From an optimization exercise on the open Yosys and OpenROAD flow, aimed at small area and a short achievable clock period; shortcuts taken in it are not production practice. Function not checked in this run: the RTL went through the layout flow alone.

<file path="flow/constraint.sdc">
create_clock -name core_clock -period 11.0 [get_ports {clk}]
set_input_delay 2.2000 -clock core_clock [delete_from_list [all_inputs] [get_ports {clk}]]
set_output_delay 2.2000 -clock core_clock [all_outputs]
set_load 0.01 [all_outputs]
</file>
<file path="flow/run.sh">
#!/bin/bash
# synth_recipe.tcl (not shown) runs the flow's synth.tcl, then flattens the netlist and writes it again
# the make line also repeats each setting of config.mk as NAME=value (left out here)
make -C /OpenROAD-flow-scripts/flow DESIGN_CONFIG=/design/flow/config.mk WORK_HOME=/design/flow/orfs CLKGATE_MAP_FILE= SYNTH_SCRIPT=/design/flow/synth_recipe.tcl finish
</file>
<file path="flow/design.v">
module mac_fa (input a, input b, input c, output s, output co);
  assign s  = a ^ b ^ c;
  assign co = (a & b) | (a & c) | (b & c);
endmodule
module mac_pe (
  input             clk,
  input             finish,
  input      [15:0] i_up,
  input      [15:0] i_left,
  output reg [15:0] o_down,
  output reg [15:0] o_right,
  output reg [15:0] o_result
);
  reg  [15:0] acc_n;      
  wire [15:0] pp_n [0:15];
  genvar gi, gj;
  generate for (gi = 0; gi < 16; gi = gi + 1) begin : ppi
    for (gj = 0; gj < 16; gj = gj + 1) begin : ppj
      assign pp_n[gi][gj] = ~(o_down[gi] & o_right[gj]);
    end
  end endgenerate
  wire s23913, c23914;
  mac_fa us23913 (pp_n[0][2], pp_n[1][1], pp_n[2][0], s23913, c23914);
  wire s23915, c23916;
  mac_fa us23915 (pp_n[0][3], pp_n[1][2], pp_n[2][1], s23915, c23916);
  wire s23917, c23918;
  mac_fa us23917 (pp_n[3][0], c23914, 1'b1, s23917, c23918);
  wire s23919, c23920;
  mac_fa us23919 (pp_n[0][4], pp_n[1][3], pp_n[2][2], s23919, c23920);
  wire s23921, c23922;
  mac_fa us23921 (pp_n[3][1], pp_n[4][0], c23916, s23921, c23922);
  wire s23923, c23924;
  mac_fa us23923 (s23919, c23918, s23921, s23923, c23924);
  wire s23925, c23926;
  mac_fa us23925 (pp_n[0][5], pp_n[1][4], pp_n[2][3], s23925, c23926);
  wire s23927, c23928;
  mac_fa us23927 (pp_n[3][2], pp_n[4][1], pp_n[5][0], s23927, c23928);
  wire s23929, c23930;
  mac_fa us23929 (c23920, s23925, s23927, s23929, c23930);
  wire s23931, c23932;
  mac_fa us23931 (c23922, s23929, 1'b1, s23931, c23932);
  wire s23933, c23934;
  mac_fa us23933 (pp_n[0][6], pp_n[1][5], pp_n[2][4], s23933, c23934);
  wire s23935, c23936;
  mac_fa us23935 (pp_n[3][3], pp_n[4][2], pp_n[5][1], s23935, c23936);
  wire s23937, c23938;
  mac_fa us23937 (pp_n[6][0], c23926, c23928, s23937, c23938);
  wire s23939, c23940;
  mac_fa us23939 (s23933, s23935, c23930, s23939, c23940);
  wire s23941, c23942;
  mac_fa us23941 (s23937, s23939, c23932, s23941, c23942);
  wire s23943, c23944;
  mac_fa us23943 (pp_n[0][7], pp_n[1][6], pp_n[2][5], s23943, c23944);
  wire s23945, c23946;
  mac_fa us23945 (pp_n[3][4], pp_n[4][3], pp_n[5][2], s23945, c23946);
  wire s23947, c23948;
  mac_fa us23947 (pp_n[6][1], pp_n[7][0], c23934, s23947, c23948);
  wire s23949, c23950;
  mac_fa us23949 (c23936, s23943, s23945, s23949, c23950);
  wire s23951, c23952;
  mac_fa us23951 (c23938, s23947, s23949, s23951, c23952);
  wire s23953, c23954;
  mac_fa us23953 (c23940, s23951, 1'b1, s23953, c23954);
  wire s23955, c23956;
  mac_fa us23955 (pp_n[0][8], pp_n[1][7], pp_n[2][6], s23955, c23956);
  wire s23957, c23958;
  mac_fa us23957 (pp_n[3][5], pp_n[4][4], pp_n[5][3], s23957, c23958);
  wire s23959, c23960;
  mac_fa us23959 (pp_n[6][2], pp_n[7][1], pp_n[8][0], s23959, c23960);
  wire s23961, c23962;
  mac_fa us23961 (acc_n[0], c23944, c23946, s23961, c23962);
  wire s23963, c23964;
  mac_fa us23963 (s23955, s23957, s23959, s23963, c23964);
  wire s23965, c23966;
  mac_fa us23965 (c23948, c23950, s23961, s23965, c23966);
  wire s23967, c23968;
  mac_fa us23967 (s23963, c23952, s23965, s23967, c23968);
  wire s23969, c23970;
  mac_fa us23969 (pp_n[0][9], pp_n[1][8], pp_n[2][7], s23969, c23970);
  wire s23971, c23972;
  mac_fa us23971 (pp_n[3][6], pp_n[4][5], pp_n[5][4], s23971, c23972);
  wire s23973, c23974;
  mac_fa us23973 (pp_n[6][3], pp_n[7][2], pp_n[8][1], s23973, c23974);
  wire s23975, c23976;
  mac_fa us23975 (pp_n[9][0], acc_n[1], c23956, s23975, c23976);
  wire s23977, c23978;
  mac_fa us23977 (c23958, c23960, s23969, s23977, c23978);
  wire s23979, c23980;
  mac_fa us23979 (s23971, s23973, c23962, s23979, c23980);
  wire s23981, c23982;
  mac_fa us23981 (s23975, c23964, s23977, s23981, c23982);
  wire s23983, c23984;
  mac_fa us23983 (s23979, c23966, s23981, s23983, c23984);
  wire s23985, c23986;
  mac_fa us23985 (pp_n[0][10], pp_n[1][9], pp_n[2][8], s23985, c23986);
  wire s23987, c23988;
  mac_fa us23987 (pp_n[3][7], pp_n[4][6], pp_n[5][5], s23987, c23988);
  wire s23989, c23990;
  mac_fa us23989 (pp_n[6][4], pp_n[7][3], pp_n[8][2], s23989, c23990);
  wire s23991, c23992;
  mac_fa us23991 (pp_n[9][1], pp_n[10][0], acc_n[2], s23991, c23992);
  wire s23993, c23994;
  mac_fa us23993 (c23970, c23972, c23974, s23993, c23994);
  wire s23995, c23996;
  mac_fa us23995 (s23985, s23987, s23989, s23995, c23996);
  wire s23997, c23998;
  mac_fa us23997 (s23991, c23976, c23978, s23997, c23998);
  wire s23999, c24000;
  mac_fa us23999 (s23993, s23995, c23980, s23999, c24000);
  wire s24001, c24002;
  mac_fa us24001 (c23982, s23997, s23999, s24001, c24002);
  wire s24003, c24004;
  mac_fa us24003 (pp_n[0][11], pp_n[1][10], pp_n[2][9], s24003, c24004);
  wire s24005, c24006;
  mac_fa us24005 (pp_n[3][8], pp_n[4][7], pp_n[5][6], s24005, c24006);
  wire s24007, c24008;
  mac_fa us24007 (pp_n[6][5], pp_n[7][4], pp_n[8][3], s24007, c24008);
  wire s24009, c24010;
  mac_fa us24009 (pp_n[9][2], pp_n[10][1], pp_n[11][0], s24009, c24010);
  wire s24011, c24012;
  mac_fa us24011 (acc_n[3], c23986, c23988, s24011, c24012);
  wire s24013, c24014;
  mac_fa us24013 (c23990, c23992, s24003, s24013, c24014);
  wire s24015, c24016;
  mac_fa us24015 (s24005, s24007, s24009, s24015, c24016);
  wire s24017, c24018;
  mac_fa us24017 (c23994, s24011, c23996, s24017, c24018);
  wire s24019, c24020;
  mac_fa us24019 (s24013, s24015, c23998, s24019, c24020);
  wire s24021, c24022;
  mac_fa us24021 (s24017, c24000, s24019, s24021, c24022);
  wire s24023, c24024;
  mac_fa us24023 (pp_n[0][12], pp_n[1][11], pp_n[2][10], s24023, c24024);
  wire s24025, c24026;
  mac_fa us24025 (pp_n[3][9], pp_n[4][8], pp_n[5][7], s24025, c24026);
  wire s24027, c24028;
  mac_fa us24027 (pp_n[6][6], pp_n[7][5], pp_n[8][4], s24027, c24028);
  wire s24029, c24030;
  mac_fa us24029 (pp_n[9][3], pp_n[10][2], pp_n[11][1], s24029, c24030);
  wire s24031, c24032;
  mac_fa us24031 (pp_n[12][0], acc_n[4], c24004, s24031, c24032);
  wire s24033, c24034;
  mac_fa us24033 (c24006, c24008, c24010, s24033, c24034);
  wire s24035, c24036;
  mac_fa us24035 (s24023, s24025, s24027, s24035, c24036);
  wire s24037, c24038;
  mac_fa us24037 (s24029, c24012, c24014, s24037, c24038);
  wire s24039, c24040;
  mac_fa us24039 (s24031, c24016, s24033, s24039, c24040);
  wire s24041, c24042;
  mac_fa us24041 (s24035, c24018, s24037, s24041, c24042);
  wire s24043, c24044;
  mac_fa us24043 (s24039, c24020, s24041, s24043, c24044);
  wire s24045, c24046;
  mac_fa us24045 (pp_n[0][13], pp_n[1][12], pp_n[2][11], s24045, c24046);
  wire s24047, c24048;
  mac_fa us24047 (pp_n[3][10], pp_n[4][9], pp_n[5][8], s24047, c24048);
  wire s24049, c24050;
  mac_fa us24049 (pp_n[6][7], pp_n[7][6], pp_n[8][5], s24049, c24050);
  wire s24051, c24052;
  mac_fa us24051 (pp_n[9][4], pp_n[10][3], pp_n[11][2], s24051, c24052);
  wire s24053, c24054;
  mac_fa us24053 (pp_n[12][1], pp_n[13][0], acc_n[5], s24053, c24054);
  wire s24055, c24056;
  mac_fa us24055 (c24024, c24026, c24028, s24055, c24056);
  wire s24057, c24058;
  mac_fa us24057 (c24030, s24045, s24047, s24057, c24058);
  wire s24059, c24060;
  mac_fa us24059 (s24049, s24051, s24053, s24059, c24060);
  wire s24061, c24062;
  mac_fa us24061 (c24032, c24034, c24036, s24061, c24062);
  wire s24063, c24064;
  mac_fa us24063 (s24055, s24057, s24059, s24063, c24064);
  wire s24065, c24066;
  mac_fa us24065 (c24038, c24040, s24061, s24065, c24066);
  wire s24067, c24068;
  mac_fa us24067 (s24063, c24042, s24065, s24067, c24068);
  wire s24069, c24070;
  mac_fa us24069 (pp_n[0][14], pp_n[1][13], pp_n[2][12], s24069, c24070);
  wire s24071, c24072;
  mac_fa us24071 (pp_n[3][11], pp_n[4][10], pp_n[5][9], s24071, c24072);
  wire s24073, c24074;
  mac_fa us24073 (pp_n[6][8], pp_n[7][7], pp_n[8][6], s24073, c24074);
  wire s24075, c24076;
  mac_fa us24075 (pp_n[9][5], pp_n[10][4], pp_n[11][3], s24075, c24076);
  wire s24077, c24078;
  mac_fa us24077 (pp_n[12][2], pp_n[13][1], pp_n[14][0], s24077, c24078);
  wire s24079, c24080;
  mac_fa us24079 (acc_n[6], c24046, c24048, s24079, c24080);
  wire s24081, c24082;
  mac_fa us24081 (c24050, c24052, c24054, s24081, c24082);
  wire s24083, c24084;
  mac_fa us24083 (s24069, s24071, s24073, s24083, c24084);
  wire s24085, c24086;
  mac_fa us24085 (s24075, s24077, c24056, s24085, c24086);
  wire s24087, c24088;
  mac_fa us24087 (c24058, s24079, c24060, s24087, c24088);
  wire s24089, c24090;
  mac_fa us24089 (s24081, s24083, c24062, s24089, c24090);
  wire s24091, c24092;
  mac_fa us24091 (s24085, c24064, s24087, s24091, c24092);
  wire s24093, c24094;
  mac_fa us24093 (s24089, c24066, s24091, s24093, c24094);
  wire s24095, c24096;
  mac_fa us24095 (pp_n[0][15], pp_n[1][14], pp_n[2][13], s24095, c24096);
  wire s24097, c24098;
  mac_fa us24097 (pp_n[3][12], pp_n[4][11], pp_n[5][10], s24097, c24098);
  wire s24099, c24100;
  mac_fa us24099 (pp_n[6][9], pp_n[7][8], pp_n[8][7], s24099, c24100);
  wire s24101, c24102;
  mac_fa us24101 (pp_n[9][6], pp_n[10][5], pp_n[11][4], s24101, c24102);
  wire s24103, c24104;
  mac_fa us24103 (pp_n[12][3], pp_n[13][2], pp_n[14][1], s24103, c24104);
  wire s24105, c24106;
  mac_fa us24105 (pp_n[15][0], acc_n[7], c24070, s24105, c24106);
  wire s24107, c24108;
  mac_fa us24107 (c24072, c24074, c24076, s24107, c24108);
  wire s24109, c24110;
  mac_fa us24109 (c24078, s24095, s24097, s24109, c24110);
  wire s24111, c24112;
  mac_fa us24111 (s24099, s24101, s24103, s24111, c24112);
  wire s24113, c24114;
  mac_fa us24113 (c24080, c24082, s24105, s24113, c24114);
  wire s24115, c24116;
  mac_fa us24115 (c24084, s24107, s24109, s24115, c24116);
  wire s24117, c24118;
  mac_fa us24117 (s24111, c24086, c24088, s24117, c24118);
  wire s24119, c24120;
  mac_fa us24119 (s24113, s24115, c24090, s24119, c24120);
  wire s24121, c24122;
  mac_fa us24121 (c24092, s24117, s24119, s24121, c24122);
  wire s24123, c24124;
  mac_fa us24123 (pp_n[1][15], pp_n[2][14], pp_n[3][13], s24123, c24124);
  wire s24125, c24126;
  mac_fa us24125 (pp_n[4][12], pp_n[5][11], pp_n[6][10], s24125, c24126);
  wire s24127, c24128;
  mac_fa us24127 (pp_n[7][9], pp_n[8][8], pp_n[9][7], s24127, c24128);
  wire s24129, c24130;
  mac_fa us24129 (pp_n[10][6], pp_n[11][5], pp_n[12][4], s24129, c24130);
  wire s24131, c24132;
  mac_fa us24131 (pp_n[13][3], pp_n[14][2], pp_n[15][1], s24131, c24132);
  wire s24133, c24134;
  mac_fa us24133 (acc_n[8], c24096, c24098, s24133, c24134);
  wire s24135, c24136;
  mac_fa us24135 (c24100, c24102, c24104, s24135, c24136);
  wire s24137, c24138;
  mac_fa us24137 (s24123, s24125, s24127, s24137, c24138);
  wire s24139, c24140;
  mac_fa us24139 (s24129, s24131, c24106, s24139, c24140);
  wire s24141, c24142;
  mac_fa us24141 (c24108, c24110, s24133, s24141, c24142);
  wire s24143, c24144;
  mac_fa us24143 (c24112, s24135, s24137, s24143, c24144);
  wire s24145, c24146;
  mac_fa us24145 (s24139, c24114, c24116, s24145, c24146);
  wire s24147, c24148;
  mac_fa us24147 (s24141, s24143, c24118, s24147, c24148);
  wire s24149, c24150;
  mac_fa us24149 (s24145, c24120, s24147, s24149, c24150);
  wire s24151, c24152;
  mac_fa us24151 (pp_n[2][15], pp_n[3][14], pp_n[4][13], s24151, c24152);
  wire s24153, c24154;
  mac_fa us24153 (pp_n[5][12], pp_n[6][11], pp_n[7][10], s24153, c24154);
  wire s24155, c24156;
  mac_fa us24155 (pp_n[8][9], pp_n[9][8], pp_n[10][7], s24155, c24156);
  wire s24157, c24158;
  mac_fa us24157 (pp_n[11][6], pp_n[12][5], pp_n[13][4], s24157, c24158);
  wire s24159, c24160;
  mac_fa us24159 (pp_n[14][3], pp_n[15][2], acc_n[9], s24159, c24160);
  wire s24161, c24162;
  mac_fa us24161 (c24124, c24126, c24128, s24161, c24162);
  wire s24163, c24164;
  mac_fa us24163 (c24130, c24132, s24151, s24163, c24164);
  wire s24165, c24166;
  mac_fa us24165 (s24153, s24155, s24157, s24165, c24166);
  wire s24167, c24168;
  mac_fa us24167 (s24159, c24134, c24136, s24167, c24168);
  wire s24169, c24170;
  mac_fa us24169 (c24138, s24161, s24163, s24169, c24170);
  wire s24171, c24172;
  mac_fa us24171 (s24165, c24140, c24142, s24171, c24172);
  wire s24173, c24174;
  mac_fa us24173 (s24167, c24144, s24169, s24173, c24174);
  wire s24175, c24176;
  mac_fa us24175 (c24146, s24171, s24173, s24175, c24176);
  wire s24177, c24178;
  mac_fa us24177 (c24148, s24175, 1'b1, s24177, c24178);
  wire s24179, c24180;
  mac_fa us24179 (pp_n[3][15], pp_n[4][14], pp_n[5][13], s24179, c24180);
  wire s24181, c24182;
  mac_fa us24181 (pp_n[6][12], pp_n[7][11], pp_n[8][10], s24181, c24182);
  wire s24183, c24184;
  mac_fa us24183 (pp_n[9][9], pp_n[10][8], pp_n[11][7], s24183, c24184);
  wire s24185, c24186;
  mac_fa us24185 (pp_n[12][6], pp_n[13][5], pp_n[14][4], s24185, c24186);
  wire s24187, c24188;
  mac_fa us24187 (pp_n[15][3], acc_n[10], c24152, s24187, c24188);
  wire s24189, c24190;
  mac_fa us24189 (c24154, c24156, c24158, s24189, c24190);
  wire s24191, c24192;
  mac_fa us24191 (c24160, s24179, s24181, s24191, c24192);
  wire s24193, c24194;
  mac_fa us24193 (s24183, s24185, c24162, s24193, c24194);
  wire s24195, c24196;
  mac_fa us24195 (c24164, s24187, c24166, s24195, c24196);
  wire s24197, c24198;
  mac_fa us24197 (s24189, s24191, c24168, s24197, c24198);
  wire s24199, c24200;
  mac_fa us24199 (s24193, c24170, s24195, s24199, c24200);
  wire s24201, c24202;
  mac_fa us24201 (c24172, s24197, c24174, s24201, c24202);
  wire s24203, c24204;
  mac_fa us24203 (s24199, c24176, s24201, s24203, c24204);
  wire s24205, c24206;
  mac_fa us24205 (pp_n[4][15], pp_n[5][14], pp_n[6][13], s24205, c24206);
  wire s24207, c24208;
  mac_fa us24207 (pp_n[7][12], pp_n[8][11], pp_n[9][10], s24207, c24208);
  wire s24209, c24210;
  mac_fa us24209 (pp_n[10][9], pp_n[11][8], pp_n[12][7], s24209, c24210);
  wire s24211, c24212;
  mac_fa us24211 (pp_n[13][6], pp_n[14][5], pp_n[15][4], s24211, c24212);
  wire s24213, c24214;
  mac_fa us24213 (acc_n[11], c24180, c24182, s24213, c24214);
  wire s24215, c24216;
  mac_fa us24215 (c24184, c24186, s24205, s24215, c24216);
  wire s24217, c24218;
  mac_fa us24217 (s24207, s24209, s24211, s24217, c24218);
  wire s24219, c24220;
  mac_fa us24219 (c24188, c24190, c24192, s24219, c24220);
  wire s24221, c24222;
  mac_fa us24221 (s24213, s24215, s24217, s24221, c24222);
  wire s24223, c24224;
  mac_fa us24223 (c24194, c24196, s24219, s24223, c24224);
  wire s24225, c24226;
  mac_fa us24225 (s24221, c24198, c24200, s24225, c24226);
  wire s24227, c24228;
  mac_fa us24227 (s24223, c24202, s24225, s24227, c24228);
  wire s24229, c24230;
  mac_fa us24229 (pp_n[5][15], pp_n[6][14], pp_n[7][13], s24229, c24230);
  wire s24231, c24232;
  mac_fa us24231 (pp_n[8][12], pp_n[9][11], pp_n[10][10], s24231, c24232);
  wire s24233, c24234;
  mac_fa us24233 (pp_n[11][9], pp_n[12][8], pp_n[13][7], s24233, c24234);
  wire s24235, c24236;
  mac_fa us24235 (pp_n[14][6], pp_n[15][5], acc_n[12], s24235, c24236);
  wire s24237, c24238;
  mac_fa us24237 (c24206, c24208, c24210, s24237, c24238);
  wire s24239, c24240;
  mac_fa us24239 (c24212, s24229, s24231, s24239, c24240);
  wire s24241, c24242;
  mac_fa us24241 (s24233, s24235, c24214, s24241, c24242);
  wire s24243, c24244;
  mac_fa us24243 (c24216, c24218, s24237, s24243, c24244);
  wire s24245, c24246;
  mac_fa us24245 (s24239, c24220, s24241, s24245, c24246);
  wire s24247, c24248;
  mac_fa us24247 (c24222, s24243, c24224, s24247, c24248);
  wire s24249, c24250;
  mac_fa us24249 (s24245, c24226, s24247, s24249, c24250);
  wire s24251, c24252;
  mac_fa us24251 (pp_n[6][15], pp_n[7][14], pp_n[8][13], s24251, c24252);
  wire s24253, c24254;
  mac_fa us24253 (pp_n[9][12], pp_n[10][11], pp_n[11][10], s24253, c24254);
  wire s24255, c24256;
  mac_fa us24255 (pp_n[12][9], pp_n[13][8], pp_n[14][7], s24255, c24256);
  wire s24257, c24258;
  mac_fa us24257 (pp_n[15][6], acc_n[13], c24230, s24257, c24258);
  wire s24259, c24260;
  mac_fa us24259 (c24232, c24234, c24236, s24259, c24260);
  wire s24261, c24262;
  mac_fa us24261 (s24251, s24253, s24255, s24261, c24262);
  wire s24263, c24264;
  mac_fa us24263 (c24238, s24257, c24240, s24263, c24264);
  wire s24265, c24266;
  mac_fa us24265 (s24259, s24261, c24242, s24265, c24266);
  wire s24267, c24268;
  mac_fa us24267 (c24244, s24263, s24265, s24267, c24268);
  wire s24269, c24270;
  mac_fa us24269 (c24246, c24248, s24267, s24269, c24270);
  wire s24271, c24272;
  mac_fa us24271 (pp_n[7][15], pp_n[8][14], pp_n[9][13], s24271, c24272);
  wire s24273, c24274;
  mac_fa us24273 (pp_n[10][12], pp_n[11][11], pp_n[12][10], s24273, c24274);
  wire s24275, c24276;
  mac_fa us24275 (pp_n[13][9], pp_n[14][8], pp_n[15][7], s24275, c24276);
  wire s24277, c24278;
  mac_fa us24277 (acc_n[14], c24252, c24254, s24277, c24278);
  wire s24279, c24280;
  mac_fa us24279 (c24256, s24271, s24273, s24279, c24280);
  wire s24281, c24282;
  mac_fa us24281 (s24275, c24258, c24260, s24281, c24282);
  wire s24283, c24284;
  mac_fa us24283 (s24277, c24262, s24279, s24283, c24284);
  wire s24285, c24286;
  mac_fa us24285 (c24264, s24281, s24283, s24285, c24286);
  wire s24287, c24288;
  mac_fa us24287 (c24266, s24285, c24268, s24287, c24288);
  wire s24289, c24290;
  mac_fa us24289 (pp_n[8][15], pp_n[9][14], pp_n[10][13], s24289, c24290);
  wire s24291, c24292;
  mac_fa us24291 (pp_n[11][12], pp_n[12][11], pp_n[13][10], s24291, c24292);
  wire s24293, c24294;
  mac_fa us24293 (pp_n[14][9], pp_n[15][8], acc_n[15], s24293, c24294);
  wire s24295, c24296;
  mac_fa us24295 (c24272, c24274, c24276, s24295, c24296);
  wire s24297, c24298;
  mac_fa us24297 (s24289, s24291, s24293, s24297, c24298);
  wire s24299, c24300;
  mac_fa us24299 (c24278, c24280, s24295, s24299, c24300);
  wire s24301, c24302;
  mac_fa us24301 (s24297, c24282, c24284, s24301, c24302);
  wire s24303, c24304;
  mac_fa us24303 (s24299, c24286, s24301, s24303, c24304);
  wire [23:0] row_x_n = {s24303, s24287, c24250, c24228, c24204, s24203, c24150, c24122, c24094, c24068, c24044, c24022, c24002, c23984, c23968, c23954, c23942, s23941, c23924, s23923, s23915, s23913, pp_n[0][1], pp_n[0][0]};
  wire [23:0] row_y_n = {c24288, c24270, s24269, s24249, s24227, c24178, s24177, s24149, s24121, s24093, s24067, s24043, s24021, s24001, s23983, s23967, s23953, 1'b1, s23931, 1'b1, s23917, 1'b1, pp_n[1][0], 1'b1};
  wire [23:0] sum_n = row_x_n + row_y_n + 1'b1;
  wire [15:0] total_n = sum_n[23:8];
  always @(posedge clk) begin
    o_down   <= i_up;
    o_right  <= i_left;
    o_result <= finish ? ~total_n : o_result;
    acc_n    <= finish ? 16'hffff : total_n;
  end
endmodule
module single_kernel #(
  parameter SIZE = 8,
  parameter DATA_WIDTH = 16
) (
  input clk,
  input [SIZE*SIZE-1:0] finish,
  input [SIZE*DATA_WIDTH-1:0] in_up,
  input [SIZE*DATA_WIDTH-1:0] in_left,
  output [SIZE*DATA_WIDTH-1:0] pass_down,
  output [SIZE*DATA_WIDTH-1:0] pass_right,
  output [SIZE*SIZE*DATA_WIDTH-1:0] out_matrix,
  output [SIZE*DATA_WIDTH-1:0] out_diagonal
);
  wire [SIZE*SIZE*16-1:0] d, r;
  genvar i, j;
  generate
    for (i = 0; i < SIZE; i = i + 1) begin : row
      for (j = 0; j < SIZE; j = j + 1) begin : col
        mac_pe pe (
          .clk     (clk),
          .finish  (finish[i*SIZE + j]),
          .i_up    (i == SIZE-1 ? in_up  [16*j +: 16] : d[16*((i+1)*SIZE + j) +: 16]),
          .i_left  (j == SIZE-1 ? in_left[16*i +: 16] : r[16*(i*SIZE + j + 1) +: 16]),
          .o_down  (d[16*(i*SIZE + j) +: 16]),
          .o_right (r[16*(i*SIZE + j) +: 16]),
          .o_result(out_matrix[16*(i*SIZE + j) +: 16]));
      end
      assign pass_down   [16*i +: 16] = d[16*i +: 16];
      assign pass_right  [16*i +: 16] = r[16*(i*SIZE) +: 16];
      assign out_diagonal[16*i +: 16] = out_matrix[16*(i*SIZE + i) +: 16];
    end
  endgenerate
endmodule
</file>
<file path="flow/config.mk">
export PLATFORM = sky130hd
export DESIGN_NAME = single_kernel
export DESIGN_NICKNAME = single_kernel
export VERILOG_FILES = /design/flow/design.v
export SDC_FILE = /design/flow/constraint.sdc
export NUM_CORES = 8
export LEC_CHECK = 0
export CAP_MARGIN = 20
export CORE_MARGIN = 2
export CORE_UTILIZATION = 60
export SETUP_SLACK_MARGIN = 5
export SLEW_MARGIN = 20
export SYNTH_HIERARCHICAL = 1
export SYNTH_MINIMUM_KEEP_SIZE = 0
</file>
==> results.cfg <==
[outcome]
status = complete, no violations

[sta]
slew_viol_final = 0
setup_viol = 0
timing.slew.headroom_pct = 20.51
clock_skew_ns = 0.06972
post-route-period-util_pct = 54.52
tightest_slew_ns = 1.180
tns_ns = 0
rsz0062_at_grt = true
max_freq_ghz = 0.1667
min_period_ns = 5.997
hold_viol = 0

[cells_and_area]
drive_gt1_share_pct = 6.294
area_growth_pct = 8.534
stdcell_area_um2 = 530800
fin_nets = 58770
final_cells = 56160

[logic_synthesis]
yosysWarnings = 7
synth_area_per_cell_um2 = 10.78
netlist_instances = 45380
synth_top_cell_by_area = fa_1
synthTopCellsByCount = nand2_1, fa_1, clkbuf_1, dfxtp_1, ha_1
ys_types = 50
synth.area.top_cells = fa_1, dfxtp_1, nand2_1
synth_edf_count = 1024
ys_ff_latch = 4096
synth_top_area_share_pct = 51.35
seq_area_frac_synth_pct = 18.86
synth_ff_type = dfxtp_1
synthMostInstantiatedCell = nand2_1
async_flop_share_pct = 0
synth_area_um2 = 489000

[placed_design]
gp_congestion = 0.9865
port_buffers = 1728
dp_hpwl_um = 1273000
dpl.cell_count = 55050
place_area_um2 = 510500

[setup_path]
cp_data_required_time_ns = 11.94
cp_cell_sequence = nand2_1 > fa_1 > fa_1 > fa_1 > fa_1 > fa_1 > fa_1 > ha_1 > a21oi_1 > o21ai_0 > a21o_1 > a31o_2 > a31oi_1 > xor2_1
cp-start-kind = flop
max_stage_delay_ns = 0.91
path_class = flop to flop
cpMostUsedCell = fa_1
cp-end-kind = flop
worstPathMaxFanout = 10
crit_buf_inv = 0
crit_path_top_delay_cell = dfxtp_1
cp.arrival_ns = 6.94
path_delay_family = adder cells

[clocking]
cts_setup_buffers = 0
clockRootBuffer = clkbuf_16
clkTransAtPathRegs_ns = 0.06
numClockSinks = 4096
ctsHtreeMaxLevel = 6
cts_buffer_depth = 4
cts_inserted_buffers = 522
worst_skew_pair.late_latency_ns = 1.19
cts_tree = built

[detailed_routing]
drc = 0
wl_per_cell_um = 30.19
dr.max_layer_used = met5
wl_um = 1695000
vias = 359200
met2_length_um = 758200
wl_met1_um = 571400
first_iter_violations = 36650
ant_nets = 0
viasPerCell = 6.396
dr_wl_met3_um = 181600
first_pass_iters = 14

[grt]
grt_usage_pct = 41.34
grt_start_max_net_pins = 37
grt_pass1_vias = 397400
antenna_found_initial = 159
overflow = 0
grt_pass1_wl_um = 2525000

[floorplanning]
dieArea_um2 = 822300
core-area_um2 = 812100
start_util_pct = 60.21
fp.dieH_um = 906.8
io_pins = 1729
fp.dieW_um = 906.8
rows = 331

[worst_hold_path]
hold_class = flop to flop

[job]
cap_violations = 0
==> per-layer routing <==
metal  GRT usage (%)  vias up
met1           49.50   186400
met4           35.87      104
met5         0.01157        -
met2           62.36    24830
li1                -   141500
met3           11.06     6351
==> final cells by class <==
type                            count  area, µm²
Antenna cell                      148      370.4
Multi-Input combinational cell  37760     383100
Sequential cell                  4096      93720
Clock buffer                      655      14710
Inverter                          128      480.5
Tap cell                        10820      13540
Timing Repair Buffer             2240      21160
Clock inverter                    309       3681
Fill cell                       62780     281400
==> what timing repair did <==
| item | 4_1_cts | 5_1_grt |
|---|---|---|
| resized for setup | 147 | 978 |
| hold endpoints to repair | 0 | 0 |
| hold buffers | 0 | 0 |
| endpoints found under the setup margin | 88 | 367 |
==> logic make-up (layout without fill, tap and decap cells) <==
logic type                 after synthesis  count (layout)  share of synthesized area (%)
other                                   64             404                        0.04912
buffers and inverters                 3712            3332                          2.947
adders and majority gates            13700           13700                          54.30
muxes                                  320             320                         0.6550
AOI/OAI and AO/OA                     3904            3904                          5.829
DFF                                   4096            4096                          18.86
and+or+nand+nor                      18620           18620                          15.64
xor gates and xnor gates               960             960                          1.719
==> registers in the layout, summed over array words and instances, names as in the netlist <==
name / count
row.col.pe.o_right: 1024
row.col.pe.acc_n: 1024
row.col.pe.o_down: 1024
row.col.pe.o_result: 1024
==> Yosys stat by module (local to each module, per instance) <==
module         flops+latches  copies in the design  cells inside  cell area [µm²]
mac_pe                    64                    64           511             3702
single_kernel              0                     1           128            960.9
mac_fa                     0                 12540             1            20.02
==> final timing paths <==
| kind | slack, ns | depth (start not counted) | end | start |
|---|---|---|---|---|
| worst min register to register | 0.35 | 0 | row[3].col[4].pe.o_down[9] | row[4].col[4].pe.o_down[9] |
| worst min-delay path | 0.35 | 0 | row[3].col[4].pe.o_down[9] | row[4].col[4].pe.o_down[9] |
| worst max register to register | 5.00 | 14 | row[2].col[4].pe.o_result[14] | row[2].col[4].pe.o_down[15] |
| worst max-delay path | 5.00 | 14 | row[2].col[4].pe.o_result[14] | row[2].col[4].pe.o_down[15] |
==> cells in the final DEF, fill, tap and decap left out, drive strengths merged, types with 128 or more instances in the layout <==
cell,netlist,final
inv,128,196
nor2b,320,320
a211oi,192,192
xnor2,512,512
nand2,15360,15360
nand4,128,128
clkinv,0,145
o221ai,128,128
clkbuf,3456,655
o211ai,128,128
clkdlybuf4s50,0,1717
fa,12540,12540
a21oi,1024,1024
ha,1152,1152
and3,192,192
nand2b,832,832
mux2i,320,320
diode,0,148
edfxtp,1024,1024
nand3b,128,128
o21a,128,128
buf,128,523
nor3,384,384
xor2,448,448
a31oi,128,128
nor2,896,896
dfxtp,3072,3072
conb,64,256
o21bai,192,192
o21ai,576,576
o311ai,128,128
a21o,576,576
==> metrics by stage <==
| step | util, % | setup WS [ns] | hold slack [ns] |
|---|---|---|---|
| floorplan | - | 5.514 | 0.3290 |
| global placement | 62.85 | 4.560 | 0.3493 |
| detailed placement | 62.86 | 4.685 | 0.3448 |
| CTS | 65.15 | 4.909 | 0.3535 |
| global route | 65.34 | 4.866 | 0.3567 |
| finish | 65.35 | 5.003 | 0.3542 |

what the ideal ports hide:
Ports are ideal in the flow. The routed layout listed here was re-timed in OpenROAD. Step 1 sets driving cells, clkbuf_16 on the clock port and buf_2 on the other inputs (assumed; they add their load-dependent delay and slew). Step 2 times the ports against the registers' clock, not the clock port: input delays grow and output delays shrink by t, the midpoint of the rising clock arrivals with the driver on. Three values: ideal ports, drivers, drivers and shift; two values: the first two.
t (ns): 1.309
slack for setup (ns): 5.003 / 5.003 / 5.003
clock arrival spread, ns: 0.103 / 0.103
worst slew at a driven data input, ns: 0.40
cell pins on the clock port's net: 1
After both steps setup and hold are still met in this run. The setup slack of this run moves by 0.000 ns with the drivers and by 0.000 ns with both steps.
